This is an optimization exercise on Yosys and OpenROAD, whose aim is small area, a short achievable clock period and few clock cycles, not a production implementation.
The RTL was checked by simulation tests, not by an equivalence proof against the original design.
No activity file was given, so power comes from the tool's default toggle rates.

## flow/design.v (module list and top-level ports; edited modules follow where they fit)
// module bram: 31 lines
// module lutram: 22 lines
// module snoopy_rocache: 336 lines
// module icache: 76 lines
// module l2cache: 235 lines
// module control: 27 lines
// module fetch: 118 lines
// module decode: 114 lines
// module regfile: 84 lines
// module execute: 172 lines
// module memory: 142 lines
// module writeback: 15 lines
// module rv5stage_top: 158 lines
module rv5stage_top(
  input  logic         clk,
  input  logic         rst,
  output logic         error,
  output logic         mem_r_en,
  output logic [13:0]  mem_r_addr,
  input  logic [127:0] mem_r_data,
  output logic [15:0]  mem_w_en,
  output logic [13:0]  mem_w_addr,
  output logic [127:0] mem_w_data,
  output logic         io_valid,
  output logic [7:0]   io_data,
  input  logic         io_ready
);
  // ...
==> flow/run.sh <==
#!/bin/bash
# synth_recipe.tcl (not shown) runs the flow's synth.tcl, then flattens the netlist and writes it again
# the make line also repeats each setting of config.mk as NAME=value (left out here)
make -C /OpenROAD-flow-scripts/flow DESIGN_CONFIG=/design/flow/config.mk WORK_HOME=/design/flow/orfs CLKGATE_MAP_FILE= SYNTH_SCRIPT=/design/flow/synth_recipe.tcl finish
==> flow/config.mk <==
export PLATFORM = sky130hd
export DESIGN_NAME = rv5stage_top
export DESIGN_NICKNAME = rv5stage_top
export VERILOG_FILES = /design/flow/design.v
export SDC_FILE = /design/flow/constraint.sdc
export NUM_CORES = 8
export LEC_CHECK = 0
export CAP_MARGIN = 20
export CORE_MARGIN = 2
export CORE_UTILIZATION = 30
export SLEW_MARGIN = 20
==> flow/constraint.sdc <==
create_clock -name core_clock -period 11.0 [get_ports {clk}]
set_input_delay 2.2000 -clock core_clock [delete_from_list [all_inputs] [get_ports {clk}]]
set_output_delay 2.2000 -clock core_clock [all_outputs]
set_load 0.01 [all_outputs]
==> results by group, run 1 <==
Run status
  – Run status: complete, no violations

Synth
  – Asr flop ratio synth: 0%
  – Synth Area in Compound Gates: approximately 11%
  – Post-synthesis sequential area ratio: about three fifths
  – Mapped Cells: ~22,000
  – EDFF count, synth: between 3,000 and 4,000
  – Yosys top cell by area: edfxtp_1

Floorplanning
  – N_taps: just over 10,000
  – Initial Utilization: between 30% and 40%
  – Die area: 772,600 um^2

CTS
  – CTS resizes: 0
  – CTS HTree Levels: 6
  – Clk root buf: clkbuf_16
  – Reg clk slew, reported paths: ~60 ps

Timing
  – Hold Slack: about 440 ps
  – Clk_skew: roughly 59 ps

Finish
  – Non-Filler Instances: 32,020
  – Most frequent cells in the layout: nand2_1 (4,594), edfxtp_1 (3,698), nor2_1 (1,942)
  – Final Util: approximately a third
  – Multi-input logic area: between 80,000 and 90,000 um^2

Worst hold path
  – Min-Delay Path Class: flop to flop
  – Hold Path Origin: memory.dcache.data_ram.dob[114]

Power
  – Int Pwr: ~30 mW
  – Combinational gate power: approximately 1.1 mW
  – Power share of the clock group: ~46%

Setup path
  – Flop2flop setup slack: between 1000 and 1500 ps
  – Crit-path max cell delay: about 930 ps
  – CP Buf/Inv Count: 3
  – CP dominant cell by count: o21ai_0

Global route
  – Met3 Resource Use GR: roughly 5.5%
  – Met1 Usage GRT: about 30%
  – Largest net degree at the start of global routing: roughly 190
  – GR Overflow Total: 0

Route
  – Post-Route WL: around 920,000 um
Testbench counts, summed over its fixed seeds: cycles 123,616.
==> run 2: changes to the inputs <==
--- a/flow/config.mk
+++ b/flow/config.mk
@@ -10,2 +10,3 @@
 export CORE_UTILIZATION = 30
+export SETUP_SLACK_MARGIN = 5
 export SLEW_MARGIN = 20
==> results by group, run 2 <==
Run status
  – Run status: complete, no violations (unchanged)

CTS
  – Worst-Skew Late Latency: 1130 ps (about the same)
  – Hold-fix buffers, CTS: 0 (unchanged)
  – CTS tree: yes (unchanged)
  – CTS Sinks: 4,845 (unchanged)
  – CTS buffer count: 530 (unchanged)
  – Reg clk slew, reported paths: 70 ps (was 60 ps)
  – Clk root buf: clkbuf_16 (unchanged)
  – CTS HTree Levels: 6 (unchanged)
  – Clock Path Buffers: 4 (unchanged)

Floorplanning
  – Die X: 879.0 um (unchanged)
  – Initial Utilization: 30.08% (unchanged)
  – Core area: 763,500 um^2 (unchanged)
  – IO Pins: 314 (unchanged)
  – Die area: 772,600 um^2 (unchanged)
  – Die height: 879.0 um (unchanged)
  – FP Rows: 321 (unchanged)

Synth
  – Synth Flop Type: edfxtp_1 (unchanged)
  – Mapped cell area: 229,700 um^2 (unchanged)
  – Netlist cell types: 105 (unchanged)
  – Top cells by count, synth: nand2_1 (4,633), edfxtp_1 (3,698), nor2_1 (1,970) (unchanged)
  – #FFs+latches synth: 4,845 (unchanged)
  – Yosys warns: 27 (unchanged)
  – Mapped Cells: 21,840 (unchanged)
  – Asr flop ratio synth: 0% (unchanged)
  – Synth area leaders: edfxtp_1 (48%), dfxtp_1 (10%), nand2_1 (7.6%) (unchanged)
  – Mean Syn Cell Area: 10.52 um^2 (unchanged)
  – Post-synthesis sequential area ratio: 58.34% (unchanged)
  – Most frequent cell after synthesis: nand2_1 (unchanged)
  – Yosys top cell area share: 48.35% (unchanged)
  – EDFF count, synth: 3,698 (unchanged)
  – Yosys top cell by area: edfxtp_1 (unchanged)

Finish
  – Area grow syn2layout: 19.69% (was 13.72%)
  – FILL cells: 73,990 (was 75,360)
  – Regs by FF count: fetch.icache.icache.data_ram.mem: 1024 flops, memory.dcache.data_ram.mem: 1024 flops, regfile.regs: 1024 flops (unchanged)
  – Commonest non-fill, non-tap cell in the layout: nand2_1 (unchanged)
  – Most frequent cells in the layout: nand2_1 (4,577), edfxtp_1 (3,698), nor2_1 (1,848) (was nand2_1 (4,594), edfxtp_1 (3,698), nor2_1 (1,942))
  – Seq. cell area: 134,100 um^2 (about the same)
  – Share of post-route cells with drive strength above 1: 15.79% (was 9.887%)
  – # nets final: 22,270 (was 21,690)
  – Multi-input logic area: 94,300 um^2 (was 89,320 um^2)

Timing
  – Total negative slack: 0 ps (unchanged)
  – Hold Vio Cnt, Final: 0 (unchanged)
  – Post-route setup slack: 4274 ps (was 1077 ps)
  – Max Clk Rate: 148.7 MHz (was 100.8 MHz)
  – Finish-stage setup viols: 0 (unchanged)
  – Crit share post-route: 61.14% (was 90.21%)
  – Final slew viol count: 0 (unchanged)
  – Clk_skew: 83.31 ps (was 59.43 ps)
  – Max transition margin: 6.033% (was 8.810%)
  – RSZ-0062 raised after global routing: yes (was no)
  – Post-layout min period: 6726 ps (was 9923 ps)
  – Worst Max-Slew Pin Slew: 1398 ps (was 1356 ps)

Setup path
  – R2R Path End: regfile.r2_data[6] (was fetch.last_pc[18])
  – Flop2flop setup slack: 4270 ps (was 1080 ps)
  – CP dominant cell by count: buf_12 (was o21ai_0)
  – CP max FO: 18 (was 62)
  – Critical path arrival: 7780 ps (was 10,860 ps)
  – Setup crit start kind: flop (unchanged)
  – WS Path Type: flop to flop (unchanged)
  – Critical Path RT: 12,050 ps (was 11,940 ps)
  – Crit path capture type: flop (unchanged)
  – Crit-path max cell delay: 570 ps (was 930 ps)
  – Critical path launch point: memory.addr_ff[2] (was memory.addr_ff[3])
  – Reg-to-reg startpoint: memory.addr_ff[2] (was memory.addr_ff[3])
  – Critical path's slowest cell: or4_4 (was dfxtp_4)
  – Reg2Reg Depth: 33 (was 27)

Global route
  – Initial antenna violation count: 59 (was 66)
  – Number of global-route vias before repair: 175,300 (was 169,100)
  – Gr usage total: 23.85% (was 22.56%)
  – GR Overflow Total: 0 (unchanged)
  – Gr busiest metal: met2 (unchanged)
  – Largest net degree at the start of global routing: 177 (was 189)
  – Met1 Usage GRT: 30.71% (was 29.51%)
  – First-pass GRT wire length: 1,347,000 um (was 1,282,000 um)
  – GR Util met2: 35.66% (was 34.11%)
  – Met3 Resource Use GR: 6.578% (was 5.453%)

Place
  – Worst slack, placed: 1090 ps (was 1433 ps)
  – RePlAce Congestion: 0.9880 (was 0.9783)
  – DP Wirelength: 585,500 um (was 582,800 um)
  – # port buffers: 313 (unchanged)

Route
  – Drt pass-1 iters: 9 (was 10)
  – Via count: 189,700 (was 182,900)
  – Post-route ant nets: 0 (unchanged)
  – DRC Markers: 0 (unchanged)
  – DR iter-0 viols: 27,740 (was 25,920)
  – Routed len/inst: 29.96 um (was 28.72 um)
  – Post-Route WL: 976,600 um (was 919,600 um)
  – Routed vias/inst: 5.817 (was 5.712)

Worst hold path
  – WHS Endpoint: memory.dcache.rdata[27] (was memory.dcache.rdata[114])
  – Min-Delay Path Class: flop to flop (unchanged)
  – Hold Path Origin: memory.dcache.data_ram.dob[27] (was memory.dcache.data_ram.dob[114])
  – WHS Path Cells: 2 (unchanged)

Power
  – VDD IR-drop max: 143.5 uV (was 155.9 uV)
  – Pwr per Cell Area: 142.1 nW/um^2 (was 147.8 nW/um^2)
  – Leak: 92.66 nW (was 86.41 nW)

Run
  – # Max-Cap Violations: 0 (unchanged)
-- run 2: metal layers --
metal  vias up  wire (um)  share of wire, %
li1      79740          -                 -
met2     12880     418000                43
met4        36      74200               7.6
met3      2708     122200                13
met5         -        244             0.025
met1     94310     361900                37
-- run 2: how the worst max path moves through the flow --
stage	endpoint	depth (start not counted)
final	regfile.r2_data[6]	33
after detailed placement	regfile.r1_data[18]	28
after CTS	regfile.r2_data[29]	25
after global routing	regfile.r2_data[29]	32
after floorplan	fetch.icache.icache.data_ram.mem[5][0]	9
after global placement	regfile.r1_data[30]	28
-- run 2: where the power goes --
part	switching (mW)	total, mW	internal (mW)
logic	0.877	1.25	0.376
clock network	7.66	17.9	10.2
registers	0.169	19.9	19.8
-- run 2: what timing repair did --
| action | 4_1_cts | 5_1_grt |
|---|---|---|
| pin swaps | 235 | 235 |
| cloned | 128 | 21 |
| gates resized for setup | 1190 | 485 |
| setup endpoints to repair | 1238 | 786 |
| buffers inserted | 316 | 115 |
-- run 2: final cells by class --
cell class | count | area share [%]
clock inverters | 238 | 0.8743
clock buffers | 728 | 5.376
diodes | 38 | 0.03459
flip-flops and latches | 4845 | 48.78
repair buffers | 1378 | 5.712
multi-input cells | 15020 | 34.30
repair inverters | 2 | 0.009102
well taps | 10170 | 4.630
inverters | 176 | 0.2817
-- run 2: cells by family after synthesis --
kind of cell	share of synthesized area, %
buf+inv	3.395
mux	6.970
fa+ha+maj	1.026
compound gates	11.38
flops	58.34
xor+xnor	1.011
other cells	0.001633
simple gates	17.87
-- run 2: critical path: cells and delay by family, from the launching register on --
| family | cells | cell delay [ps] |
|---|---|---|
| AND/OR/NAND/NOR | 10 | 1990 |
| buffers and inverters | 11 | 1810 |
| AO/OA/AOI/OAI | 10 | 1700 |
| adder cells (fa/ha/maj) | 1 | 560 |
| flip-flops | 1 | 380 |
| multiplexers | 1 | 130 |
-- run 2: stage by stage --
step           cells  hold slack, ps  util (%)  power (mW)  cell area [um^2]
6_report       32600           438.6     36.01       39.07            274900
5_1_grt        32570           450.6     36.00       39.89            274800
4_1_cts        32430           438.2     35.56       39.06            271500
3_5_place_dp   31020           433.2     32.00       21.35            244300
3_3_place_gp   31010           431.4     31.99       21.34            244200
2_1_floorplan  21870           421.8         -       20.80            230000
==> module snoopy_rocache, before the edit <==
module snoopy_rocache #(
  parameter WIDTH = 128,
  parameter MASKW = WIDTH / 8,
  parameter SIZE = 4 * 1024 * 8,     
  parameter DEPTH = SIZE / WIDTH,
  parameter ADDR_WIDTH = 32,
  parameter SPECULATE_BRAM_OPERATION = 1'b0
) (
  input   logic clk,
  input   logic rst,
  input   logic valid,
  output  logic ready,
  input   logic [ADDR_WIDTH-1:0] speculate_addr,
  input   logic [ADDR_WIDTH-1:0] addr,
  input   logic [MASKW-1:0] wmask,
  input   logic [WIDTH-1:0] wdata,
  output  logic [WIDTH-1:0] rdata,
  input   logic we,
  input   logic ce,
  output logic        bus_rw_valid,
  output logic [31:0] bus_rw_addr,
  output logic        bus_rw_we,
  input  logic        bus_rw_ready,
  input  logic [127:0] bus_r_data,
  output logic [15:0] bus_w_mask,
  output logic [127:0] bus_w_data,
  output logic        bus_w_ce,
  output logic        bus_inv_ready,
  input  logic        bus_inv_valid,
  input  logic [31:0] bus_inv_addr
);
parameter IDX_LSB_POS     = $clog2(WIDTH / 8);
parameter TAG_LSB_POS     = $clog2(SIZE / 8);
parameter TAG_WIDTH       = ADDR_WIDTH - TAG_LSB_POS;
parameter MEM_ADDR_WIDTH  = $clog2(DEPTH);
parameter DATA_LINE_WIDTH = WIDTH;
parameter TAG_LINE_WIDTH  = TAG_WIDTH;
logic [DEPTH-1:0]           valid_ram;
logic [MEM_ADDR_WIDTH-1:0]  valid_ram_r_addr;
logic                       valid_ram_r_data;
logic                       valid_ram_we1;
logic [MEM_ADDR_WIDTH-1:0]  valid_ram_w1_addr;
logic                       valid_ram_w1_data;
logic                       valid_ram_we2;
logic [MEM_ADDR_WIDTH-1:0]  valid_ram_w2_addr;
logic                       valid_ram_w2_data;
logic [MASKW-1:0]           data_ram_w_en;
logic data_ram_r_en;
logic [MEM_ADDR_WIDTH-1:0]  data_ram_w_addr;
logic [MEM_ADDR_WIDTH-1:0]  data_ram_r_addr;
logic [DATA_LINE_WIDTH-1:0] data_ram_w_data;
logic [DATA_LINE_WIDTH-1:0] data_ram_r_data;
logic tag_ram_rw_wen;
logic [MEM_ADDR_WIDTH-1:0]  tag_ram_rw_addr;
logic [MEM_ADDR_WIDTH-1:0]  tag_ram_r_addr;
logic [TAG_LINE_WIDTH-1:0]  tag_ram_rw_wdata;
logic [TAG_LINE_WIDTH-1:0]  tag_ram_rw_rdata;
logic [TAG_LINE_WIDTH-1:0]  tag_ram_r_data;
typedef enum {
  REFILL_IDLE = 0,
  REFILL_BUS,
  REFILL_OPER
} refill_stat_t;
refill_stat_t refill_stat, refill_stat_next;
typedef enum {
  WRITE_IDLE = 0,
  WRITE_BUS,
  WRITE_RESP
} write_stat_t;
write_stat_t write_stat, write_stat_next;
typedef enum {
  INV_IDLE = 0,
  INV_PENDING,
  INV_OPER
} inv_stat_t;
inv_stat_t inv_stat, inv_stat_next;
bram #(
  .WIDTH(DATA_LINE_WIDTH),
  .DEPTH(DEPTH)
) data_ram (
  .clk(clk),
  .ena(| data_ram_w_en),
  .enb(data_ram_r_en),
  .wea(data_ram_w_en),
  .addra(data_ram_w_addr),
  .addrb(data_ram_r_addr),
  .dia(data_ram_w_data),
  .dob(data_ram_r_data)
);
lutram #(
  .WIDTH(TAG_LINE_WIDTH),
  .DEPTH(DEPTH)
) tag_ram (
  .clk(clk),
  .we(tag_ram_rw_wen),
  .a(tag_ram_rw_addr),
  .dpra(tag_ram_r_addr),
  .di(tag_ram_rw_wdata),
  .spo(tag_ram_rw_rdata),
  .dpo(tag_ram_r_data)
);
assign valid_ram_r_data = valid_ram[valid_ram_r_addr];
always_ff @ (posedge clk) begin
  if (rst) begin
    valid_ram <= 0;
  end else begin
    if (valid_ram_we1) valid_ram[valid_ram_w1_addr] <= valid_ram_w1_data;
    if (valid_ram_we2) valid_ram[valid_ram_w2_addr] <= valid_ram_w2_data;
  end
end
logic read_hit;
logic [ADDR_WIDTH-1:0]  refill_addr;
logic [WIDTH-1:0]       refill_data;
generate
if (SPECULATE_BRAM_OPERATION == 1'b0) begin
always_comb begin
  tag_ram_rw_wen = 0;
  tag_ram_rw_addr = 0;
  tag_ram_rw_wdata = 0;
  data_ram_r_en = 0;
  data_ram_r_addr = 0;
  data_ram_w_en = 0;
  data_ram_w_addr = 0;
  data_ram_w_data = 0;
  valid_ram_r_addr = 0;
  valid_ram_we1 = 0;
  valid_ram_w1_addr = 0;
  valid_ram_w1_data = 1;
  if (valid && !we && refill_stat == REFILL_IDLE) begin
    tag_ram_rw_addr = addr[IDX_LSB_POS +: MEM_ADDR_WIDTH];
    data_ram_r_en = 1;
    data_ram_r_addr = addr[IDX_LSB_POS +: MEM_ADDR_WIDTH];
    valid_ram_r_addr = addr[IDX_LSB_POS +: MEM_ADDR_WIDTH];
  end else if (refill_stat == REFILL_OPER) begin
    tag_ram_rw_wen = 1;
    tag_ram_rw_addr = refill_addr[IDX_LSB_POS +: MEM_ADDR_WIDTH];
    tag_ram_rw_wdata = refill_addr[TAG_LSB_POS +: TAG_WIDTH];
    data_ram_w_en = {MASKW{1'b1}};
    data_ram_w_addr = refill_addr[IDX_LSB_POS +: MEM_ADDR_WIDTH];
    data_ram_w_data = refill_data;
    valid_ram_we1 = 1;
    valid_ram_w1_addr = refill_addr[IDX_LSB_POS +: MEM_ADDR_WIDTH];
    valid_ram_w1_data = 1;
  end
end
always_comb begin
  read_hit = (addr[TAG_LSB_POS +: TAG_WIDTH] == tag_ram_rw_rdata && valid_ram_r_data);
end
always_comb begin
  rdata = data_ram_r_data;
end
end else begin  
always_comb begin
  data_ram_r_en = 1;
  data_ram_r_addr = speculate_addr[IDX_LSB_POS +: MEM_ADDR_WIDTH];
end
always_comb begin
  tag_ram_rw_wen = 0;
  tag_ram_rw_addr = 0;
  tag_ram_rw_wdata = 0;
  data_ram_w_en = 0;
  data_ram_w_addr = 0;
  data_ram_w_data = 0;
  valid_ram_r_addr = 0;
  valid_ram_we1 = 0;
  valid_ram_w1_addr = 0;
  valid_ram_w1_data = 1;
  if (valid && !we && refill_stat == REFILL_IDLE) begin
    tag_ram_rw_addr = addr[IDX_LSB_POS +: MEM_ADDR_WIDTH];
    valid_ram_r_addr = addr[IDX_LSB_POS +: MEM_ADDR_WIDTH];
  end else if (refill_stat == REFILL_OPER) begin
    tag_ram_rw_wen = 1;
    tag_ram_rw_addr = refill_addr[IDX_LSB_POS +: MEM_ADDR_WIDTH];
    tag_ram_rw_wdata = refill_addr[TAG_LSB_POS +: TAG_WIDTH];
    data_ram_w_en = {MASKW{1'b1}};
    data_ram_w_addr = refill_addr[IDX_LSB_POS +: MEM_ADDR_WIDTH];
    data_ram_w_data = refill_data;
    valid_ram_we1 = 1;
    valid_ram_w1_addr = refill_addr[IDX_LSB_POS +: MEM_ADDR_WIDTH];
    valid_ram_w1_data = 1;
  end
end
always_comb begin
  read_hit = (addr[TAG_LSB_POS +: TAG_WIDTH] == tag_ram_rw_rdata && valid_ram_r_data);
end
refill_stat_t refill_stat_last;
always_ff @ (posedge clk) begin
  if (rst) begin
    refill_stat_last <= REFILL_IDLE;
  end else begin
    refill_stat_last <= refill_stat;
  end
end
always_ff @ (posedge clk) begin
  if (rst) begin
    rdata <= 0;
  end else if (refill_stat_last == REFILL_OPER) begin
    rdata <= refill_data;
  end else begin
    rdata <= data_ram_r_data;
  end
end
end
endgenerate
always_comb begin
  unique case (refill_stat)
  REFILL_IDLE: begin
    if (valid && !we && !read_hit && inv_stat == INV_IDLE) refill_stat_next = REFILL_BUS;
    else refill_stat_next = REFILL_IDLE;
  end
  REFILL_BUS: begin
    if (bus_rw_ready) refill_stat_next = REFILL_OPER;
    else refill_stat_next = REFILL_BUS;
  end
  REFILL_OPER: begin
    refill_stat_next = REFILL_IDLE;
  end
  default: refill_stat_next = REFILL_IDLE;
  endcase
end
always_ff @ (posedge clk) begin
  if (rst) begin
    refill_stat <= REFILL_IDLE;
  end else begin
    refill_stat <= refill_stat_next;
  end
end
always_ff @ (posedge clk) begin
  if (rst) begin
    refill_addr <= 0;
  end else if (refill_stat == REFILL_IDLE && refill_stat_next == REFILL_BUS) begin
    refill_addr <= addr;
  end
end
always_ff @ (posedge clk) begin
  if (rst) begin
    refill_data <= 0;
  end else if (refill_stat == REFILL_BUS && refill_stat_next == REFILL_OPER) begin
    refill_data <= bus_r_data;
  end
end
always_comb begin
  unique case (write_stat)
  WRITE_IDLE: begin
    if (valid && we) write_stat_next = WRITE_BUS;
    else write_stat_next = WRITE_IDLE;
  end
  WRITE_BUS: begin
    if (bus_rw_ready) write_stat_next = WRITE_RESP;
    else write_stat_next = WRITE_BUS;
  end
  WRITE_RESP: begin
    write_stat_next = WRITE_IDLE;
  end
  endcase
end
always_ff @ (posedge clk) begin
  if (rst) begin
    write_stat <= WRITE_IDLE;
  end else begin
    write_stat <= write_stat_next;
  end
end
always_comb begin
  ready = 0;
  if (valid && !we) begin
    if (refill_stat == REFILL_IDLE && read_hit) begin
      ready = 1;
    end
  end else if (valid && we) begin
    if (write_stat == WRITE_RESP) begin
      ready = 1;
    end
  end
end
always_comb begin
  bus_rw_valid = 0;
  bus_rw_addr = 0;
  bus_rw_we = 0;
  bus_w_mask = 0;
  bus_w_data = 0;
  bus_w_ce = 0;
  if (refill_stat == REFILL_BUS) begin
    bus_rw_valid = 1;
    bus_rw_addr = refill_addr;
    bus_rw_we = 0;
  end else if (write_stat == WRITE_BUS) begin
    bus_rw_valid = 1;
    bus_rw_addr = addr;
    bus_rw_we = 1;
    bus_w_mask = wmask;
    bus_w_data = wdata;
    bus_w_ce = 1;
  end
end
always_comb begin
  unique case (inv_stat)
  INV_IDLE: begin
    if (bus_inv_valid) inv_stat_next = INV_PENDING;
    else inv_stat_next = INV_IDLE;
  end
  INV_PENDING: begin
    if (refill_stat == REFILL_IDLE) inv_stat_next = INV_OPER;
    else inv_stat_next = INV_PENDING;
  end
  INV_OPER: begin
    inv_stat_next = INV_IDLE;
  end
  default: inv_stat_next = INV_IDLE;
  endcase
end
always_ff @ (posedge clk) begin
  if (rst) begin
    inv_stat <= INV_IDLE;
  end else begin
    inv_stat <= inv_stat_next;
  end
end
always_comb begin
  tag_ram_r_addr = 0;
  valid_ram_we2 = 0;
  valid_ram_w2_addr = 0;
  valid_ram_w2_data = 0;
  if (inv_stat == INV_OPER) begin
    tag_ram_r_addr = bus_inv_addr[IDX_LSB_POS +: MEM_ADDR_WIDTH];
    valid_ram_w2_addr = bus_inv_addr[IDX_LSB_POS +: MEM_ADDR_WIDTH];
    valid_ram_we2 = (tag_ram_r_data == bus_inv_addr[TAG_LSB_POS +: TAG_WIDTH]);
  end
end
always_comb begin
  bus_inv_ready = 0;
  if (inv_stat == INV_OPER) begin
    bus_inv_ready = 1;
  end
end
endmodule
==> module icache, before the edit <==
module icache(
  input logic clk,
  input logic rst,
  output PipeRequest req,
  input PipeControl pc_pipe,
  input PipeControl if_id_pipe,
  input logic [31:0] addr,
  input logic [31:0] addr_ff,
  output logic [31:0] inst,
  output logic        bus_rw_valid,
  output logic [31:0] bus_rw_addr,
  output logic        bus_rw_we,
  input  logic        bus_rw_ready,
  input  logic [127:0] bus_r_data,
  output logic [15:0] bus_w_mask,
  output logic [127:0] bus_w_data,
  output logic        bus_w_ce,
  output logic        bus_inv_ready,
  input  logic        bus_inv_valid,
  input  logic [31:0] bus_inv_addr,
  output logic error
);
logic icache_ready;
logic [127:0] icache_rdata;
snoopy_rocache #(.SIZE(128 * 8), .SPECULATE_BRAM_OPERATION(1'b0)) icache (
  .clk(clk),
  .rst(rst),
  .valid(!error),
  .ready(icache_ready),
  .speculate_addr(0),
  .addr(addr),
  .rdata(icache_rdata),
  .wdata(0),
  .wmask(0),
  .we(0),
  .ce(0),
  .bus_rw_valid(bus_rw_valid), .bus_rw_addr(bus_rw_addr), .bus_rw_we(bus_rw_we),
    .bus_rw_ready(bus_rw_ready), .bus_r_data(bus_r_data), .bus_w_mask(bus_w_mask),
    .bus_w_data(bus_w_data), .bus_w_ce(bus_w_ce), .bus_inv_ready(bus_inv_ready),
    .bus_inv_valid(bus_inv_valid), .bus_inv_addr(bus_inv_addr)
);
assign error = addr[1:0] != 2'b00 || addr >= 32'h80040000 || addr < 32'h80000000;
logic stall_pending, stall_ff;
logic [127:0] icache_data_ff;
always_ff @(posedge clk) begin
  if (rst) begin
    icache_data_ff <= 0;
  end else if (pc_pipe.stall && !stall_ff) begin
    icache_data_ff <= icache_rdata;
  end else begin
    icache_data_ff <= icache_data_ff;
  end
end
always_ff @(posedge clk) begin
  if (rst) begin
    stall_ff <= 0;
  end else if (pc_pipe.stall) begin
    stall_ff <= 1;
  end else begin
    stall_ff <= 0;
  end
end
always_ff @(posedge clk) begin
  if (rst) begin
    inst <= 32'h00000000;
  end else if (if_id_pipe.flush) begin
    inst <= 32'h00000000;
  end else if (if_id_pipe.stall) begin
    inst <= inst;
  end else begin
    inst <= stall_ff ? icache_data_ff[addr_ff[3:2] * 32 +: 32] : icache_rdata[addr_ff[3:2] * 32 +: 32];
  end
end
assign req.stall_req = !icache_ready;
assign req.flush_req = 4'b0000;
endmodule
==> module fetch, before the edit <==
module fetch(
  input logic clk,
  input logic rst,
  output PipeRequest req,
  input PipeControl pc_pipe,
  input PipeControl if_id_pipe,
  input logic pc_w_enable,
  input logic [31:0] pc_data,
  output FetchInfo info,
  output logic error,
  output logic        bus_rw_valid,
  output logic [31:0] bus_rw_addr,
  output logic        bus_rw_we,
  input  logic        bus_rw_ready,
  input  logic [127:0] bus_r_data,
  output logic [15:0] bus_w_mask,
  output logic [127:0] bus_w_data,
  output logic        bus_w_ce,
  output logic        bus_inv_ready,
  input  logic        bus_inv_valid,
  input  logic [31:0] bus_inv_addr
);
logic [31:0] pc, shadow_pc, to_icache_pc, inst, last_pc;
logic current_pc_drop;
logic shadow_pc_pending;
logic ic_error;
logic enable, last_enable;
icache icache(.clk(clk), .rst(rst), .req(req), .pc_pipe(pc_pipe), .if_id_pipe(if_id_pipe), .addr(to_icache_pc), .addr_ff(pc), .bus_rw_valid(bus_rw_valid), .bus_rw_addr(bus_rw_addr), .bus_rw_we(bus_rw_we),
    .bus_rw_ready(bus_rw_ready), .bus_r_data(bus_r_data), .bus_w_mask(bus_w_mask),
    .bus_w_data(bus_w_data), .bus_w_ce(bus_w_ce), .bus_inv_ready(bus_inv_ready),
    .bus_inv_valid(bus_inv_valid), .bus_inv_addr(bus_inv_addr), .inst(inst), .error(ic_error));
assign info = {last_enable, last_pc, inst};
assign error = 1'b0;
always_ff @ (posedge clk) begin
  if (rst) begin
    shadow_pc <= 32'h80000000;
  end else if (pc_w_enable && !shadow_pc_pending) begin
    shadow_pc <= pc_data;
  end
end
always_ff @ (posedge clk) begin
  if (rst) begin
    shadow_pc_pending <= 0;
  end else if (pc_w_enable) begin
    shadow_pc_pending <= 1;
  end else if (shadow_pc_pending && !current_pc_drop && !pc_pipe.stall) begin
    shadow_pc_pending <= 0;
  end else begin
    shadow_pc_pending <= shadow_pc_pending;
  end
end
always_ff @ (posedge clk) begin
  if (rst) begin
    current_pc_drop <= 0;
  end else if (pc_w_enable) begin
    current_pc_drop <= 1;
  end else if (current_pc_drop && !pc_pipe.stall) begin
    current_pc_drop <= 0;
  end else begin
    current_pc_drop <= current_pc_drop;
  end
end
always_comb begin
  if (rst) begin
    to_icache_pc = 32'h80000000;
  end else if (shadow_pc_pending && !current_pc_drop) begin
    to_icache_pc = shadow_pc;
  end else begin
    to_icache_pc = pc + 32'h4;
  end
end
always_ff @(posedge clk) begin
  if (rst) begin
    pc <= 32'h80000000 - 32'h4;
  end else if (pc_pipe.stall) begin
    pc <= pc;
  end else begin
    pc <= to_icache_pc;
  end
end
always_ff @(posedge clk) begin
  if (rst) begin
    enable <= 0;
  end else if (pc_pipe.flush) begin
    enable <= 0;
  end else if (pc_pipe.stall) begin
    enable <= enable;
  end else if (req.stall_req) begin
    enable <= 0;
  end else begin
    enable <= 1;
  end
end
always_ff @(posedge clk) begin
  if (rst) begin
    last_pc <= 32'h80000000;
  end else if (if_id_pipe.flush) begin
    last_pc <= 32'h80000000;
  end else if (if_id_pipe.stall) begin
    last_pc <= last_pc;
  end else begin
    last_pc <= pc;
  end
end
always_ff @(posedge clk) begin
  if (rst) begin
    last_enable <= 0;
  end else if (if_id_pipe.flush) begin
    last_enable <= 0;
  end else if (if_id_pipe.stall) begin
    last_enable <= last_enable;
  end else if (req.stall_req) begin
    last_enable <= 0;
  end else begin
    last_enable <= enable && (!shadow_pc_pending);
  end
end
endmodule
==> module regfile, before the edit <==
module regfile(
  input logic clk,
  input logic rst,
  input PipeControl pipe,
  input logic [4:0] r1_addr,
  output logic [31:0] r1_data,
  input logic [4:0] r2_addr,
  output logic [31:0] r2_data,
  input logic w_enable,
  input logic [4:0] w_addr,
  input logic [31:0] w_data
);
logic [31:0] regs [0:31];
always_ff @ (posedge clk) begin
  if (rst) begin
    r1_data <= 32'h00000000;
  end else if (pipe.flush) begin
    r1_data <= 32'h00000000;
  end else if (pipe.stall) begin
    r1_data <= r1_data;
  end else if (r1_addr == 5'b00000) begin
    r1_data <= 32'h00000000;
  end else if (w_enable && r1_addr == w_addr) begin
    r1_data <= w_data;
  end else begin
    r1_data <= regs[r1_addr];
  end
end
always_ff @ (posedge clk) begin
  if (rst) begin
    r2_data <= 32'h00000000;
  end else if (pipe.flush) begin
    r2_data <= 32'h00000000;
  end else if (pipe.stall) begin
    r2_data <= r2_data;
  end else if (r2_addr == 5'b00000) begin
    r2_data <= 32'h00000000;
  end else if (w_enable && r2_addr == w_addr) begin
    r2_data <= w_data;
  end else begin
    r2_data <= regs[r2_addr];
  end
end
always_ff @ (posedge clk) begin
  if (rst) begin
    regs[0] <= 32'h00000000;
    regs[1] <= 32'h00000000;
    regs[2] <= 32'h00000000;
    regs[3] <= 32'h00000000;
    regs[4] <= 32'h00000000;
    regs[5] <= 32'h00000000;
    regs[6] <= 32'h00000000;
    regs[7] <= 32'h00000000;
    regs[8] <= 32'h00000000;
    regs[9] <= 32'h00000000;
    regs[10] <= 32'h00000000;
    regs[11] <= 32'h00000000;
    regs[12] <= 32'h00000000;
    regs[13] <= 32'h00000000;
    regs[14] <= 32'h00000000;
    regs[15] <= 32'h00000000;
    regs[16] <= 32'h00000000;
    regs[17] <= 32'h00000000;
    regs[18] <= 32'h00000000;
    regs[19] <= 32'h00000000;
    regs[20] <= 32'h00000000;
    regs[21] <= 32'h00000000;
    regs[22] <= 32'h00000000;
    regs[23] <= 32'h00000000;
    regs[24] <= 32'h00000000;
    regs[25] <= 32'h00000000;
    regs[26] <= 32'h00000000;
    regs[27] <= 32'h00000000;
    regs[28] <= 32'h00000000;
    regs[29] <= 32'h00000000;
    regs[30] <= 32'h00000000;
    regs[31] <= 32'h00000000;
  end else if (w_enable && w_addr != 5'b00000) begin
    regs[w_addr] <= w_data;
  end else begin
    regs[w_addr] <= regs[w_addr];
  end
end
endmodule
==> module execute, before the edit <==
module execute(
  input logic clk,
  input logic rst,
  output PipeRequest req,
  input PipeControl pipe,
  input DecodeInfo info,
  input logic [31:0] rs1_data,
  input logic [31:0] rs2_data,
  input DecodeInfo mem_info,
  input logic [31:0] mem_out,
  output logic [31:0] addr_gen,
  output logic [31:0] alu_out,
  output logic [31:0] r2_out,
  output logic pc_w_enable,
  output logic [31:0] new_pc,
  output DecodeInfo info_ff
);
assign req.stall_req = 1'b0;
logic [31:0] exe_pc;
assign exe_pc = info.pc;
logic [31:0] opr1, forward_rs2, opr2;
logic [31:0] opr1_ff, forward_rs2_ff, opr2_ff;
logic stall_ff;
logic forward_rs1_from_exe;
assign forward_rs1_from_exe = info.enable && info_ff.enable && info_ff.rd_valid && info.rs1_valid && info.rs1 != 5'b00000 && info.rs1 == info_ff.rd;
logic forward_rs2_from_exe;
assign forward_rs2_from_exe = info.enable && info_ff.enable && info_ff.rd_valid && info.rs2_valid && info.rs2 != 5'b00000 && info.rs2 == info_ff.rd;
logic forward_rs1_from_mem;
assign forward_rs1_from_mem = info.enable && mem_info.enable && mem_info.rd_valid && info.rs1_valid && info.rs1 != 5'b00000 && info.rs1 == mem_info.rd;
logic forward_rs2_from_mem;
assign forward_rs2_from_mem = info.enable && mem_info.enable && mem_info.rd_valid && info.rs2_valid && info.rs2 != 5'b00000 && info.rs2 == mem_info.rd;
assign opr1 = stall_ff ? opr1_ff : forward_rs1_from_exe ? alu_out : forward_rs1_from_mem ? mem_out : rs1_data;
assign forward_rs2 = stall_ff ? forward_rs2_ff : forward_rs2_from_exe ? alu_out : forward_rs2_from_mem ? mem_out : rs2_data;
assign opr2 = stall_ff ? opr2_ff : info.alu_src ? info.imm : forward_rs2;
always_ff @ (posedge clk) begin
  if (rst) begin
    stall_ff <= 1'b0;
  end else if (pipe.stall) begin
    stall_ff <= 1'b1;
  end else begin
    stall_ff <= 1'b0;
  end
end
always_ff @ (posedge clk) begin
  if (rst) begin
    opr1_ff <= 0;
    forward_rs2_ff <= 0;
    opr2_ff <= 0;
  end if ((!stall_ff) && pipe.stall) begin
    opr1_ff <= opr1;
    forward_rs2_ff <= forward_rs2;
    opr2_ff <= opr2;
  end else begin
    opr1_ff <= opr1_ff;
    forward_rs2_ff <= forward_rs2_ff;
    opr2_ff <= opr2_ff;
  end
end
logic logic_out;
logic [31:0] u_out;
logic [31:0] out;
always_comb begin
  u_out = info.load_imm ? (info.pc_rel ? info.pc + info.imm : info.imm) : 32'h00000000;
end
always_comb begin
  case (info.funct3)
  3'b000: begin  
    logic_out = (opr1 == opr2);
  end
  3'b001: begin  
    logic_out = (opr1 != opr2);
  end
  3'b100: begin  
    logic_out = $signed(opr1) < $signed(opr2);
  end
  3'b101: begin  
    logic_out = $signed(opr1) >= $signed(opr2);
  end
  3'b110: begin  
    logic_out = opr1 < opr2;
  end
  3'b111: begin  
    logic_out = opr1 >= opr2;
  end
  default: begin
    logic_out = 1'b0;
  end
  endcase
end
logic [31:0] next_pc;
always_comb begin
  next_pc = info.pc + 32'h00000004;
  new_pc = info.pc_rel ? info.pc + info.imm : opr1 + info.imm;
end
always_comb begin
  pc_w_enable = (!pipe.stall) && (info.branch && (logic_out || info.uncond));
  req.flush_req = (!pipe.stall) && (info.branch && (logic_out || info.uncond)) ? 4'b0111 : 4'b0000;
end
always_comb begin
  casez ({info.alu_src, info.funct3, info.funct7[5]})
  5'b1_000_?, 5'b0_000_0: begin  
    out = opr1 + opr2;
  end
  5'b0_000_1: begin  
    out = opr1 - opr2;
  end
  5'b?_100_?: begin  
    out = opr1 ^ opr2;
  end
  5'b?_110_?: begin  
    out = opr1 | opr2;
  end
  5'b?_111_?: begin  
    out = opr1 & opr2;
  end
  5'b?_001_?: begin  
    out = opr1 << opr2[4:0];
  end
  5'b?_101_0: begin  
    out = opr1 >> opr2[4:0];
  end
  5'b?_101_1: begin  
    out = $signed(opr1) >>> opr2[4:0];
  end
  5'b?_010_?: begin  
    out = ($signed(opr1) < $signed(opr2)) ? 32'h00000001 : 32'h00000000;
  end
  5'b?_011_?: begin  
    out = (opr1 < opr2) ? 32'h00000001 : 32'h00000000;
  end
  default: begin
    out = 32'h00000000;
  end
  endcase
end
always_comb begin
  addr_gen = opr1 + info.imm;
end
always_ff @ (posedge clk) begin
  if (rst) begin
    alu_out <= 32'h00000000;
  end else if (pipe.flush) begin
    alu_out <= 32'h00000000;
  end else if (pipe.stall) begin
    alu_out <= alu_out;
  end else begin
    alu_out <= info.enable ? (info.load_imm ? u_out : (info.uncond ? next_pc : ((info.mem_read || info.mem_write) ? addr_gen : out))) : 32'h00000000;
  end
end
always_ff @(posedge clk) begin
  if (rst) begin
    r2_out <= 32'h00000000;
  end else if (pipe.flush) begin
    r2_out <= 32'h00000000;
  end else if (pipe.stall) begin
    r2_out <= r2_out;
  end else begin
    r2_out <= info.enable ? forward_rs2 : 32'h00000000;
  end
end
always_ff @ (posedge clk) begin
  if (rst) begin
    info_ff <= 0;
  end else if (pipe.flush) begin
    info_ff <= 0;
  end else if (pipe.stall) begin
    info_ff <= info_ff;
  end else begin
    info_ff <= info;
  end
end
endmodule
==> module memory, before the edit <==
module memory(
  input logic clk,
  input logic rst,
  output PipeRequest req,
  input DecodeInfo info,
  input logic [31:0] speculate_addr,
  input logic [31:0] addr,
  input logic [31:0] data,
  output logic uart_valid,
  input logic uart_ready,
  output logic [7:0] uart_data,
  output logic [31:0] mem_out,
  output DecodeInfo info_ff,
  output logic        bus_rw_valid,
  output logic [31:0] bus_rw_addr,
  output logic        bus_rw_we,
  input  logic        bus_rw_ready,
  input  logic [127:0] bus_r_data,
  output logic [15:0] bus_w_mask,
  output logic [127:0] bus_w_data,
  output logic        bus_w_ce,
  output logic        bus_inv_ready,
  input  logic        bus_inv_valid,
  input  logic [31:0] bus_inv_addr
);
logic error;
assign error = addr[1:0] != 2'b00 || addr >= 32'h80040000 || addr < 32'h80000000;
logic [31:0] mem_pc;
assign mem_pc = info.pc;
logic dcache_valid;
logic dcache_ready;
logic dcache_we;
logic [127:0] dcache_rdata;
logic [15:0] dcache_wmask;
logic [127:0] dcache_wdata;
snoopy_rocache #(.SIZE(128 * 8), .SPECULATE_BRAM_OPERATION(1'b1)) dcache (
  .clk(clk),
  .rst(rst),
  .valid(dcache_valid),
  .ready(dcache_ready),
  .speculate_addr(speculate_addr),
  .addr(addr),
  .rdata(dcache_rdata),
  .wdata(dcache_wdata),
  .wmask(dcache_wmask),
  .we(dcache_we),
  .ce(1),
  .bus_rw_valid(bus_rw_valid), .bus_rw_addr(bus_rw_addr), .bus_rw_we(bus_rw_we),
    .bus_rw_ready(bus_rw_ready), .bus_r_data(bus_r_data), .bus_w_mask(bus_w_mask),
    .bus_w_data(bus_w_data), .bus_w_ce(bus_w_ce), .bus_inv_ready(bus_inv_ready),
    .bus_inv_valid(bus_inv_valid), .bus_inv_addr(bus_inv_addr)
);
logic [15:0] wmask;
always_comb begin
  unique case (info.funct3)
  3'b000: begin
    wmask = 16'h0001 << addr[3:0];
  end
  3'b001: begin
    wmask = 16'h0003 << addr[3:0];
  end
  3'b010: begin
    wmask = 16'h000f << addr[3:0];
  end
  default: begin
    wmask = 0;
  end
  endcase
end
always_comb begin
  dcache_valid = 0;
  dcache_we = 0;
  dcache_wmask = 0;
  dcache_wdata = 0;
  if (info.mem_read && addr < 32'he0000000) begin
    dcache_valid = 1;
    dcache_we = 0;
    dcache_wmask = 0;
    dcache_wdata = 0;
  end else if (info.mem_write && addr < 32'he0000000) begin
    dcache_valid = 1;
    dcache_we = 1;
    dcache_wmask = wmask;
    dcache_wdata = {{96{1'b0}}, data} << (addr[3:0] * 8);
  end
end
always_comb begin
  uart_valid = 0;
  uart_data = 0;
  if (info.mem_write && addr == 32'he0000000) begin
    uart_valid = 1;
    uart_data = data[7:0];
  end
end
logic [31:0] addr_ff;
logic [31:0] mem_rdata;
always_ff @ (posedge clk) begin
  if (rst) begin
    addr_ff <= 0;
  end else begin
    addr_ff <= addr;
  end
end
always_comb begin
  unique case (info_ff.funct3)
  3'b000: begin
    mem_rdata = {{24{dcache_rdata[addr_ff[3:0] * 8 + 7]}}, dcache_rdata[addr_ff[3:0] * 8 +: 8]};
  end
  3'b001: begin
    mem_rdata = {{16{dcache_rdata[addr_ff[3:1] * 16 + 15]}}, dcache_rdata[addr_ff[3:1] * 16 +: 16]};
  end
  3'b010: begin
    mem_rdata = dcache_rdata[addr_ff[3:2] * 32 +: 32];
  end
  3'b100: begin
    mem_rdata = {{24{1'b0}}, dcache_rdata[addr_ff[3:0] * 8 +: 8]};
  end
  3'b101: begin
    mem_rdata = {{16{1'b0}}, dcache_rdata[addr_ff[3:1] * 16 +: 16]};
  end
  default: begin
    mem_rdata = 0;
  end
  endcase
  mem_out = info_ff.mem_to_reg ? mem_rdata : addr_ff;
end
always_ff @ (posedge clk) begin
  if (rst) begin
    info_ff <= 0;
  end else if (req.stall_req) begin
    info_ff <= 0;
  end else begin
    info_ff <= info;
  end
end
logic mem_stall_req;
assign mem_stall_req = !dcache_ready && info.enable && (info.mem_read || info.mem_write) && addr < 32'he0000000;
logic uart_stall_req;
assign uart_stall_req = !uart_ready && info.enable && info.mem_write && addr == 32'he0000000;
assign req.stall_req = mem_stall_req || uart_stall_req;
assign req.flush_req = 4'b0000;
endmodule
==> module rv5stage_top, before the edit <==
module rv5stage_top(
  input  logic         clk,
  input  logic         rst,
  output logic         error,
  output logic         mem_r_en,
  output logic [13:0]  mem_r_addr,
  input  logic [127:0] mem_r_data,
  output logic [15:0]  mem_w_en,
  output logic [13:0]  mem_w_addr,
  output logic [127:0] mem_w_data,
  output logic         io_valid,
  output logic [7:0]   io_data,
  input  logic         io_ready
);
logic [31:0] fetch_inst;
logic fetch_error, decode_error;
FetchInfo fetch_info;
DecodeInfo decode_info, decode_info_ff, execute_info_ff, memory_info_ff;
logic [31:0] regfile_r1_data, regfile_r2_data, regfile_w_data, regfile_r2_data_ff;
logic [4:0] regfile_w_addr;
logic regfile_w_enable;
logic [31:0] addr_gen;
logic [31:0] execute_out, execute_out_ff;
logic pc_w_enable;
logic [31:0] new_pc;
logic [31:0] mem_out;
logic uart_ready, uart_valid;
logic [7:0] uart_data;
PipeRequest if_req, id_req, ex_req, ma_req;
PipeControl pc_ctrl, if_id_ctrl, id_ex_ctrl, ex_ma_ctrl;
logic        ib_rw_valid, db_rw_valid;
logic [31:0] ib_rw_addr, db_rw_addr;
logic        ib_rw_we, db_rw_we;
logic        ib_rw_ready, db_rw_ready;
logic [127:0] b_r_data;
logic [15:0] ib_w_mask, db_w_mask;
logic [127:0] ib_w_data, db_w_data;
logic        ib_w_ce, db_w_ce;
logic        ib_inv_ready, db_inv_ready;
logic        ib_inv_valid, db_inv_valid;
logic [31:0] b_inv_addr;
l2cache l2cache (
  .clk(clk),
  .rst(rst),
  .bus_rw_valid({db_rw_valid, ib_rw_valid}),
  .bus_rw_addr_flat({db_rw_addr, ib_rw_addr}),
  .bus_rw_we({db_rw_we, ib_rw_we}),
  .bus_rw_ready({db_rw_ready, ib_rw_ready}),
  .bus_r_data(b_r_data),
  .bus_w_mask_flat({db_w_mask, ib_w_mask}),
  .bus_w_data_flat({db_w_data, ib_w_data}),
  .bus_w_ce({db_w_ce, ib_w_ce}),
  .bus_inv_ready({db_inv_ready, ib_inv_ready}),
  .bus_inv_valid({db_inv_valid, ib_inv_valid}),
  .bus_inv_addr(b_inv_addr),
  .mem_r_en(mem_r_en),
  .mem_r_addr(mem_r_addr),
  .mem_r_data(mem_r_data),
  .mem_w_en(mem_w_en),
  .mem_w_addr(mem_w_addr),
  .mem_w_data(mem_w_data)
);
assign io_valid = uart_valid;
assign io_data = uart_data;
assign uart_ready = io_ready;
control control(
  .if_req(if_req),
  .id_req(id_req),
  .ex_req(ex_req),
  .ma_req(ma_req),
  .pc_ctrl(pc_ctrl),
  .if_id_ctrl(if_id_ctrl),
  .id_ex_ctrl(id_ex_ctrl),
  .ex_ma_ctrl(ex_ma_ctrl)
);
fetch fetch(
  .clk(clk),
  .rst(rst),
  .req(if_req),
  .pc_pipe(pc_ctrl),
  .if_id_pipe(if_id_ctrl),
  .pc_w_enable(pc_w_enable),
  .pc_data(new_pc),
  .info(fetch_info),
  .error(fetch_error),
  .bus_rw_valid(ib_rw_valid), .bus_rw_addr(ib_rw_addr), .bus_rw_we(ib_rw_we),
  .bus_rw_ready(ib_rw_ready), .bus_r_data(b_r_data), .bus_w_mask(ib_w_mask),
  .bus_w_data(ib_w_data), .bus_w_ce(ib_w_ce), .bus_inv_ready(ib_inv_ready),
  .bus_inv_valid(ib_inv_valid), .bus_inv_addr(b_inv_addr)
);
decode decode(
  .clk(clk),
  .rst(rst),
  .req(id_req),
  .pipe(id_ex_ctrl),
  .fetch_info(fetch_info),
  .error(decode_error),
  .info(decode_info),
  .info_ff(decode_info_ff)
);
regfile regfile(
  .clk(clk),
  .rst(rst),
  .pipe(id_ex_ctrl),
  .r1_addr(decode_info.rs1),
  .r1_data(regfile_r1_data),
  .r2_addr(decode_info.rs2),
  .r2_data(regfile_r2_data),
  .w_enable(regfile_w_enable),
  .w_addr(regfile_w_addr),
  .w_data(regfile_w_data)
);
execute execute(
  .clk(clk),
  .rst(rst),
  .req(ex_req),
  .pipe(ex_ma_ctrl),
  .info(decode_info_ff),
  .rs1_data(regfile_r1_data),
  .rs2_data(regfile_r2_data),
  .mem_info(memory_info_ff),
  .mem_out(mem_out),
  .addr_gen(addr_gen),
  .alu_out(execute_out),
  .r2_out(regfile_r2_data_ff),
  .pc_w_enable(pc_w_enable),
  .new_pc(new_pc),
  .info_ff(execute_info_ff)
);
memory memory(
  .clk(clk),
  .rst(rst),
  .req(ma_req),
  .info(execute_info_ff),
  .speculate_addr(addr_gen),
  .addr(execute_out),
  .data(regfile_r2_data_ff),
  .uart_valid(uart_valid),
  .uart_ready(uart_ready),
  .uart_data(uart_data),
  .mem_out(mem_out),
  .info_ff(memory_info_ff),
  .bus_rw_valid(db_rw_valid), .bus_rw_addr(db_rw_addr), .bus_rw_we(db_rw_we),
  .bus_rw_ready(db_rw_ready), .bus_r_data(b_r_data), .bus_w_mask(db_w_mask),
  .bus_w_data(db_w_data), .bus_w_ce(db_w_ce), .bus_inv_ready(db_inv_ready),
  .bus_inv_valid(db_inv_valid), .bus_inv_addr(b_inv_addr)
);
writeback writeback(
  .clk(clk),
  .rst(rst),
  .info(memory_info_ff),
  .mem_in(mem_out),
  .w_enable(regfile_w_enable),
  .w_addr(regfile_w_addr),
  .w_data(regfile_w_data)
);
assign error = fetch_error || decode_error;
endmodule
==> run 3: changes to the inputs <==
--- a/flow/design.v
+++ b/flow/design.v
@@ -100,3 +100,4 @@
   parameter ADDR_WIDTH = 32,
-  parameter SPECULATE_BRAM_OPERATION = 1'b0
+  parameter SPECULATE_BRAM_OPERATION = 1'b0,
+  parameter NO_DATA_RAM = 1'b0
 ) (
@@ -123,3 +124,5 @@
   input  logic        bus_inv_valid,
-  input  logic [31:0] bus_inv_addr
+  input  logic [31:0] bus_inv_addr,
+  output logic        ext_ren,
+  input  logic [WIDTH-1:0] ext_rdata
 );
@@ -170,2 +173,14 @@
 inv_stat_t inv_stat, inv_stat_next;
+generate
+if (NO_DATA_RAM) begin : nodata
+  assign data_ram_r_data = ext_rdata;
+end else if (SPECULATE_BRAM_OPERATION) begin : data_spec
+logic [DATA_LINE_WIDTH-1:0] mem [DEPTH-1:0];
+logic [MEM_ADDR_WIDTH-1:0]  r_addr_ff;
+always_ff @(posedge clk) begin
+  if (| data_ram_w_en) mem[data_ram_w_addr] <= data_ram_w_data;
+  r_addr_ff <= data_ram_r_addr;
+end
+assign data_ram_r_data = mem[r_addr_ff];
+end else begin : data
 bram #(
@@ -183,2 +198,5 @@
 );
+end
+endgenerate
+assign ext_ren = data_ram_r_en;
 lutram #(
@@ -450,3 +468,5 @@
   input  logic [31:0] bus_inv_addr,
-  output logic error
+  output logic error,
+  output logic ext_ren,
+  input  logic [127:0] ext_rdata
 );
@@ -454,3 +474,3 @@
 logic [127:0] icache_rdata;
-snoopy_rocache #(.SIZE(128 * 8), .SPECULATE_BRAM_OPERATION(1'b0)) icache (
+snoopy_rocache #(.SIZE(128 * 8), .ADDR_WIDTH(18), .SPECULATE_BRAM_OPERATION(1'b0), .NO_DATA_RAM(1'b1)) icache (
   .clk(clk),
@@ -469,3 +489,4 @@
     .bus_w_data(bus_w_data), .bus_w_ce(bus_w_ce), .bus_inv_ready(bus_inv_ready),
-    .bus_inv_valid(bus_inv_valid), .bus_inv_addr(bus_inv_addr)
+    .bus_inv_valid(bus_inv_valid), .bus_inv_addr(bus_inv_addr),
+    .ext_ren(ext_ren), .ext_rdata(ext_rdata)
 );
@@ -473,3 +494,3 @@
 logic stall_pending, stall_ff;
-logic [127:0] icache_data_ff;
+logic [31:0] icache_data_ff;
 always_ff @(posedge clk) begin
@@ -478,3 +499,3 @@
   end else if (pc_pipe.stall && !stall_ff) begin
-    icache_data_ff <= icache_rdata;
+    icache_data_ff <= icache_rdata[addr_ff[3:2] * 32 +: 32];
   end else begin
@@ -500,3 +521,3 @@
   end else begin
-    inst <= stall_ff ? icache_data_ff[addr_ff[3:2] * 32 +: 32] : icache_rdata[addr_ff[3:2] * 32 +: 32];
+    inst <= stall_ff ? icache_data_ff : icache_rdata[addr_ff[3:2] * 32 +: 32];
   end
@@ -788,3 +809,6 @@
   input  logic        bus_inv_valid,
-  input  logic [31:0] bus_inv_addr
+  input  logic [31:0] bus_inv_addr,
+  output logic        ic_ren,
+  output logic [31:0] ic_addr,
+  input  logic [127:0] ic_rdata
 );
@@ -798,3 +822,5 @@
     .bus_w_data(bus_w_data), .bus_w_ce(bus_w_ce), .bus_inv_ready(bus_inv_ready),
-    .bus_inv_valid(bus_inv_valid), .bus_inv_addr(bus_inv_addr), .inst(inst), .error(ic_error));
+    .bus_inv_valid(bus_inv_valid), .bus_inv_addr(bus_inv_addr), .inst(inst), .error(ic_error),
+    .ext_ren(ic_ren), .ext_rdata(ic_rdata));
+assign ic_addr = to_icache_pc;
 assign info = {last_enable, last_pc, inst};
@@ -1012,71 +1038,27 @@
 );
-logic [31:0] regs [0:31];
-always_ff @ (posedge clk) begin
-  if (rst) begin
-    r1_data <= 32'h00000000;
-  end else if (pipe.flush) begin
-    r1_data <= 32'h00000000;
-  end else if (pipe.stall) begin
-    r1_data <= r1_data;
-  end else if (r1_addr == 5'b00000) begin
-    r1_data <= 32'h00000000;
-  end else if (w_enable && r1_addr == w_addr) begin
-    r1_data <= w_data;
-  end else begin
-    r1_data <= regs[r1_addr];
+logic [32*32-1:0] flat;
+logic             we;
+assign flat[31:0] = 32'h0;
+assign we = w_enable && w_addr != 5'b00000;
+genvar g;
+generate
+  for (g = 1; g < 32; g = g + 1) begin : r
+    logic [31:0] q;
+    always_ff @(posedge clk) begin
+      if (rst) q <= 32'h0;
+      else if (we && w_addr == g) q <= w_data;
+    end
+    assign flat[g*32 +: 32] = q;
   end
-end
+endgenerate
+logic [31:0] r1_next, r2_next;
+assign r1_next = (we && r1_addr == w_addr) ? w_data : flat[r1_addr*32 +: 32];
+assign r2_next = (we && r2_addr == w_addr) ? w_data : flat[r2_addr*32 +: 32];
 always_ff @ (posedge clk) begin
-  if (rst) begin
-    r2_data <= 32'h00000000;
-  end else if (pipe.flush) begin
-    r2_data <= 32'h00000000;
-  end else if (pipe.stall) begin
-    r2_data <= r2_data;
-  end else if (r2_addr == 5'b00000) begin
+  if (rst || pipe.flush) begin
+    r1_data <= 32'h00000000;
     r2_data <= 32'h00000000;
-  end else if (w_enable && r2_addr == w_addr) begin
-    r2_data <= w_data;
-  end else begin
-    r2_data <= regs[r2_addr];
-  end
-end
-always_ff @ (posedge clk) begin
-  if (rst) begin
-    regs[0] <= 32'h00000000;
-    regs[1] <= 32'h00000000;
-    regs[2] <= 32'h00000000;
-    regs[3] <= 32'h00000000;
-    regs[4] <= 32'h00000000;
-    regs[5] <= 32'h00000000;
-    regs[6] <= 32'h00000000;
-    regs[7] <= 32'h00000000;
-    regs[8] <= 32'h00000000;
-    regs[9] <= 32'h00000000;
-    regs[10] <= 32'h00000000;
-    regs[11] <= 32'h00000000;
-    regs[12] <= 32'h00000000;
-    regs[13] <= 32'h00000000;
-    regs[14] <= 32'h00000000;
-    regs[15] <= 32'h00000000;
-    regs[16] <= 32'h00000000;
-    regs[17] <= 32'h00000000;
-    regs[18] <= 32'h00000000;
-    regs[19] <= 32'h00000000;
-    regs[20] <= 32'h00000000;
-    regs[21] <= 32'h00000000;
-    regs[22] <= 32'h00000000;
-    regs[23] <= 32'h00000000;
-    regs[24] <= 32'h00000000;
-    regs[25] <= 32'h00000000;
-    regs[26] <= 32'h00000000;
-    regs[27] <= 32'h00000000;
-    regs[28] <= 32'h00000000;
-    regs[29] <= 32'h00000000;
-    regs[30] <= 32'h00000000;
-    regs[31] <= 32'h00000000;
-  end else if (w_enable && w_addr != 5'b00000) begin
-    regs[w_addr] <= w_data;
-  end else begin
-    regs[w_addr] <= regs[w_addr];
+  end else if (!pipe.stall) begin
+    r1_data <= r1_next;
+    r2_data <= r2_next;
   end
@@ -1148,25 +1130,15 @@
 end
+logic cmp_eq, cmp_ltu, cmp_lts;
+assign cmp_eq  = opr1 == opr2;
+assign cmp_ltu = opr1 < opr2;
+assign cmp_lts = (opr1[31] ^ opr2[31]) ? opr1[31] : cmp_ltu;
 always_comb begin
   case (info.funct3)
-  3'b000: begin  
-    logic_out = (opr1 == opr2);
-  end
-  3'b001: begin  
-    logic_out = (opr1 != opr2);
-  end
-  3'b100: begin  
-    logic_out = $signed(opr1) < $signed(opr2);
-  end
-  3'b101: begin  
-    logic_out = $signed(opr1) >= $signed(opr2);
-  end
-  3'b110: begin  
-    logic_out = opr1 < opr2;
-  end
-  3'b111: begin  
-    logic_out = opr1 >= opr2;
-  end
-  default: begin
-    logic_out = 1'b0;
-  end
+  3'b000: logic_out = cmp_eq;     
+  3'b001: logic_out = !cmp_eq;    
+  3'b100: logic_out = cmp_lts;    
+  3'b101: logic_out = !cmp_lts;   
+  3'b110: logic_out = cmp_ltu;    
+  3'b111: logic_out = !cmp_ltu;   
+  default: logic_out = 1'b0;
   endcase
@@ -1182,2 +1154,11 @@
 end
+function automatic [31:0] rev32(input [31:0] x);
+  for (int i = 0; i < 32; i++) rev32[i] = x[31 - i];
+endfunction
+logic        sh_left, sh_fill;
+logic [31:0] sh_in, sh_out;
+assign sh_left = info.funct3 == 3'b001;
+assign sh_fill = info.funct3[2] & info.funct7[5] & opr1[31];
+assign sh_in   = sh_left ? rev32(opr1) : opr1;
+assign sh_out  = 32'($signed({sh_fill, sh_in}) >>> opr2[4:0]);
 always_comb begin
@@ -1200,15 +1181,12 @@
   5'b?_001_?: begin  
-    out = opr1 << opr2[4:0];
-  end
-  5'b?_101_0: begin  
-    out = opr1 >> opr2[4:0];
+    out = rev32(sh_out);
   end
-  5'b?_101_1: begin  
-    out = $signed(opr1) >>> opr2[4:0];
+  5'b?_101_?: begin  
+    out = sh_out;
   end
   5'b?_010_?: begin  
-    out = ($signed(opr1) < $signed(opr2)) ? 32'h00000001 : 32'h00000000;
+    out = {31'b0, cmp_lts};
   end
   5'b?_011_?: begin  
-    out = (opr1 < opr2) ? 32'h00000001 : 32'h00000000;
+    out = {31'b0, cmp_ltu};
   end
@@ -1291,3 +1269,3 @@
 logic [127:0] dcache_wdata;
-snoopy_rocache #(.SIZE(128 * 8), .SPECULATE_BRAM_OPERATION(1'b1)) dcache (
+snoopy_rocache #(.SIZE(128 * 8), .ADDR_WIDTH(18), .SPECULATE_BRAM_OPERATION(1'b1)) dcache (
   .clk(clk),
@@ -1306,3 +1284,4 @@
     .bus_w_data(bus_w_data), .bus_w_ce(bus_w_ce), .bus_inv_ready(bus_inv_ready),
-    .bus_inv_valid(bus_inv_valid), .bus_inv_addr(bus_inv_addr)
+    .bus_inv_valid(bus_inv_valid), .bus_inv_addr(bus_inv_addr),
+    .ext_ren(), .ext_rdata(128'h0)
 );
@@ -1339,3 +1318,7 @@
     dcache_wmask = wmask;
-    dcache_wdata = {{96{1'b0}}, data} << (addr[3:0] * 8);
+    unique case (info.funct3[1:0])
+    2'b00:   dcache_wdata = {16{data[7:0]}};
+    2'b01:   dcache_wdata = {8{data[15:0]}};
+    default: dcache_wdata = {4{data}};
+    endcase
   end
@@ -1443,2 +1426,7 @@
 PipeControl pc_ctrl, if_id_ctrl, id_ex_ctrl, ex_ma_ctrl;
+logic        l2_r_en, ic_ren;
+logic [13:0] l2_r_addr;
+logic [31:0] ic_addr;
+assign mem_r_en   = l2_r_en || ic_ren;
+assign mem_r_addr = l2_r_en ? l2_r_addr : ic_addr[17:4];
 logic        ib_rw_valid, db_rw_valid;
@@ -1468,4 +1456,4 @@
   .bus_inv_addr(b_inv_addr),
-  .mem_r_en(mem_r_en),
-  .mem_r_addr(mem_r_addr),
+  .mem_r_en(l2_r_en),
+  .mem_r_addr(l2_r_addr),
   .mem_r_data(mem_r_data),
@@ -1501,3 +1489,4 @@
   .bus_w_data(ib_w_data), .bus_w_ce(ib_w_ce), .bus_inv_ready(ib_inv_ready),
-  .bus_inv_valid(ib_inv_valid), .bus_inv_addr(b_inv_addr)
+  .bus_inv_valid(ib_inv_valid), .bus_inv_addr(b_inv_addr),
+  .ic_ren(ic_ren), .ic_addr(ic_addr), .ic_rdata(mem_r_data)
 );
==> results by group, run 3 <==
Run status
  – Run status: complete, no violations (unchanged)

Synth
  – Yosys top cell by area: edfxtp_1 (unchanged)
  – Synth area leaders: edfxtp_1 (25%), dfxtp_1 (23%), a211oi_1 (6.6%) (was edfxtp_1 (48%), dfxtp_1 (10%), nand2_1 (7.6%))
  – #FFs+latches synth: 3,060 (was 4,845)
  – Post-synthesis sequential area ratio: 48.57% (was 58.34%)
  – Asr flop ratio synth: 0% (unchanged)
  – Mapped Cells: 15,370 (was 21,840)
  – Yosys warns: 30 (was 27)
  – EDFF count, synth: 1,298 (was 3,698)
  – Top cells by count, synth: nor2_1 (1,949), dfxtp_1 (1,762), nand2_1 (1,601) (was nand2_1 (4,633), edfxtp_1 (3,698), nor2_1 (1,970))
  – Mapped cell area: 152,900 um^2 (was 229,700 um^2)
  – Yosys top cell area share: 25.50% (was 48.35%)

Global route
  – Initial antenna violation count: 53 (was 59)
  – GR Overflow Total: 0 (unchanged)
  – Met1 Usage GRT: 32.75% (was 30.71%)
  – Gr busiest metal: met2 (unchanged)
  – Largest net degree at the start of global routing: 186 (was 177)
  – Met3 Resource Use GR: 6.332% (was 6.578%)
  – Number of global-route vias before repair: 120,500 (was 175,300)
  – First-pass GRT wire length: 907,400 um (was 1,347,000 um)

Setup path
  – Setup crit start kind: flop (unchanged)
  – Critical path's slowest cell: o41ai_4 (was or4_4)
  – CP max FO: 18 (unchanged)
  – CP dominant cell by count: buf_12 (unchanged)
  – Critical path arrival: 7490 ps (was 7780 ps)
  – Critical Path RT: 11,900 ps (was 12,050 ps)
  – WS Path Type: flop to flop (unchanged)

Place
  – Worst slack, placed: 2121 ps (was 1090 ps)
  – Dpl cell area: 162,500 um^2 (was 244,300 um^2)
  – # port buffers: 313 (unchanged)
  – RePlAce Congestion: 1.009 (was 0.9880)

Timing
  – Total negative slack: 0 ps (unchanged)
  – Max transition margin: 10.73% (was 6.033%)
  – Worst Max-Slew Pin Slew: 1339 ps (was 1398 ps)
  – RSZ-0062 raised after global routing: yes (unchanged)
  – Clk_skew: 100.3 ps (was 83.31 ps)
  – Crit share post-route: 59.92% (was 61.14%)
  – Final slew viol count: 0 (unchanged)
  – Hold Vio Cnt, Final: 0 (unchanged)
  – Post-layout min period: 6591 ps (was 6726 ps)
  – Max Clk Rate: 151.7 MHz (was 148.7 MHz)
  – Post-route setup slack: 4409 ps (was 4274 ps)

Finish
  – Area grow syn2layout: 18.79% (was 19.69%)
  – Final Util: 35.72% (was 36.01%)
  – Commonest non-fill, non-tap cell in the layout: nor2_1 (was nand2_1)
  – Share of post-route cells with drive strength above 1: 17.19% (was 15.79%)
  – Regs by FF count: memory.dcache.genblk1.data_spec.mem: 1024 flops, regfile.r.q: 992 flops (was fetch.icache.icache.data_ram.mem: 1024 flops, memory.dcache.data_ram.mem: 1024 flops, regfile.regs: 1024 flops)
  – # nets final: 15,490 (was 22,270)
  – Most frequent cells in the layout: nor2_1 (1,830), dfxtp_1 (1,710), nand2_1 (1,570) (was nand2_1 (4,577), edfxtp_1 (3,698), nor2_1 (1,848))

Worst hold path
  – Min-Delay Path Class: flop to flop (unchanged)

Floorplanning
  – FP Rows: 262 (was 321)
  – Core area: 508,400 um^2 (was 763,500 um^2)
  – Die area: 515,300 um^2 (was 772,600 um^2)
  – IO Pins: 314 (unchanged)
  – Initial Utilization: 30.07% (was 30.08%)
  – Die X: 717.9 um (was 879.0 um)

Route
  – Via count: 131,300 (was 189,700)
  – DRC Markers: 0 (unchanged)
  – Post-route ant nets: 0 (unchanged)
  – Routed vias/inst: 5.907 (was 5.817)
  – DR iter-0 viols: 19,810 (was 27,740)
  – Post-Route WL: 647,100 um (was 976,600 um)

CTS
  – Clk root buf: clkbuf_16 (unchanged)
  – Worst-Skew Late Latency: 1040 ps (was 1130 ps)
  – Reg clk slew, reported paths: 60 ps (was 70 ps)
  – Clock Path Buffers: 4 (unchanged)
  – CTS Sinks: 3,060 (was 4,845)
  – Hold-fix buffers, CTS: 0 (unchanged)
  – CTS HTree Levels: 5 (was 6)

Power
  – Pwr per Cell Area: 133.9 nW/um^2 (was 142.1 nW/um^2)
  – Leak: 62.52 nW (was 92.66 nW)
run 3: cell count changes after synthesis, sizes merged, moves of 341 or more:
cell | previous run | this run
nand3 | 1055 | 349
clkbuf | 1607 | 1249
a31oi | 464 | 123
a211oi | 314 | 1343
edfxtp | 3698 | 1298
nand2 | 4634 | 1601
dfxtp | 1147 | 1762
run 3: final timing paths:
kind / start / end / slack (ps) / depth (start not counted)
min: fetch.enable / fetch.enable / 450 / 2
max reg2reg: memory.addr_ff[1] / fetch.last_enable / 4410 / 27
min reg2reg: fetch.enable / fetch.enable / 450 / 2
max: memory.addr_ff[1] / fetch.last_enable / 4410 / 27
run 3: final cells by class:
| type | instances | area [um^2] |
|---|---|---|
| timing repair buffer | 971 | 10250 |
| fill | 50250 | 326800 |
| multi-input combinational | 10630 | 76310 |
| tap | 6732 | 8423 |
| sequential | 3060 | 74370 |
| clock inverter | 145 | 1635 |
| timing repair inverter | 1 | 8.758 |
| inverter | 174 | 701.9 |
| antenna | 33 | 82.58 |
| clock buffer | 479 | 9821 |
run 3: what timing repair did:
action	CTS	global route
endpoints found under the setup margin	661	414
gates cloned	56	7
resized for setup	744	235
buffers inserted	158	63
pin swaps	163	85
run 3: logic make-up (layout without fill, tap and decap cells):
family	Yosys count	count (layout)	share of synthesized area (%)
XOR/XNOR	204	204	1.169
multiplexers	1372	1372	12.54
other	0	33	0
adder cells (fa/ha/maj)	186	186	1.542
AO/OA/AOI/OAI	3951	3953	17.80
buffers and inverters	1697	1770	4.439
AND/OR/NAND/NOR	4899	4914	13.94
flip-flops	3060	3060	48.57
run 3: worst max-delay path, delay by kind of cell (launching register included):
| family | cells | cell delay [ps] |
|---|---|---|
| buffers and inverters | 8 | 1180 |
| flip-flops | 1 | 390 |
| AO/OA/AOI/OAI | 8 | 1920 |
| adder cells (fa/ha/maj) | 1 | 400 |
| AND/OR/NAND/NOR | 9 | 2030 |
| multiplexers | 1 | 490 |
run 3: report_power, final:
part	internal [mW]	total (mW)	switching [mW]
logic	0.223	0.684	0.461
clock network	6.83	11.8	5.00
registers	11.8	11.8	0.0440
run 3: routing by layer:
layer  up-vias  share of wire (%)
met5         -              0.050
met4        28                5.7
met3      1608                 12
met2      8287                 41
met1     64670                 40
li1      56680                  -
run 3: metrics by stage:
| stage | cells | hold WS (ps) |
|---|---|---|
| floorplan | 15370 | 424.1 |
| global placement | 21280 | 433.0 |
| detailed placement | 21280 | 440.4 |
| CTS | 22120 | 447.6 |
| global route | 22200 | 463.8 |
| finish | 22220 | 449.4 |
Testbench counts of run 3, summed over its fixed seeds: cycles 123,616.

-- re-timing with driven ports --
In the flow no input, the clock included, has a driving cell. The finished layouts below were timed again as built, in two steps. Step 1 sets driving cells, clkbuf_16 on the clock port and buf_2 on the other inputs (assumed; they add their load-dependent delay and slew). Step 2 times the ports against the registers' clock, not the clock port: input delays grow and output delays shrink by t, the midpoint of the rising clock arrivals with the driver on. Three values: no drivers, after step 1, after step 2; two values: the first two.
run	t (ns)	setup slack, ns
run 1	1.199	1.077 / 1.077 / 1.077
run 2	1.204	4.274 / 4.274 / 3.361
run 3	1.095	4.409 / 4.409 / 3.943
After both steps every run listed still meets setup and hold.
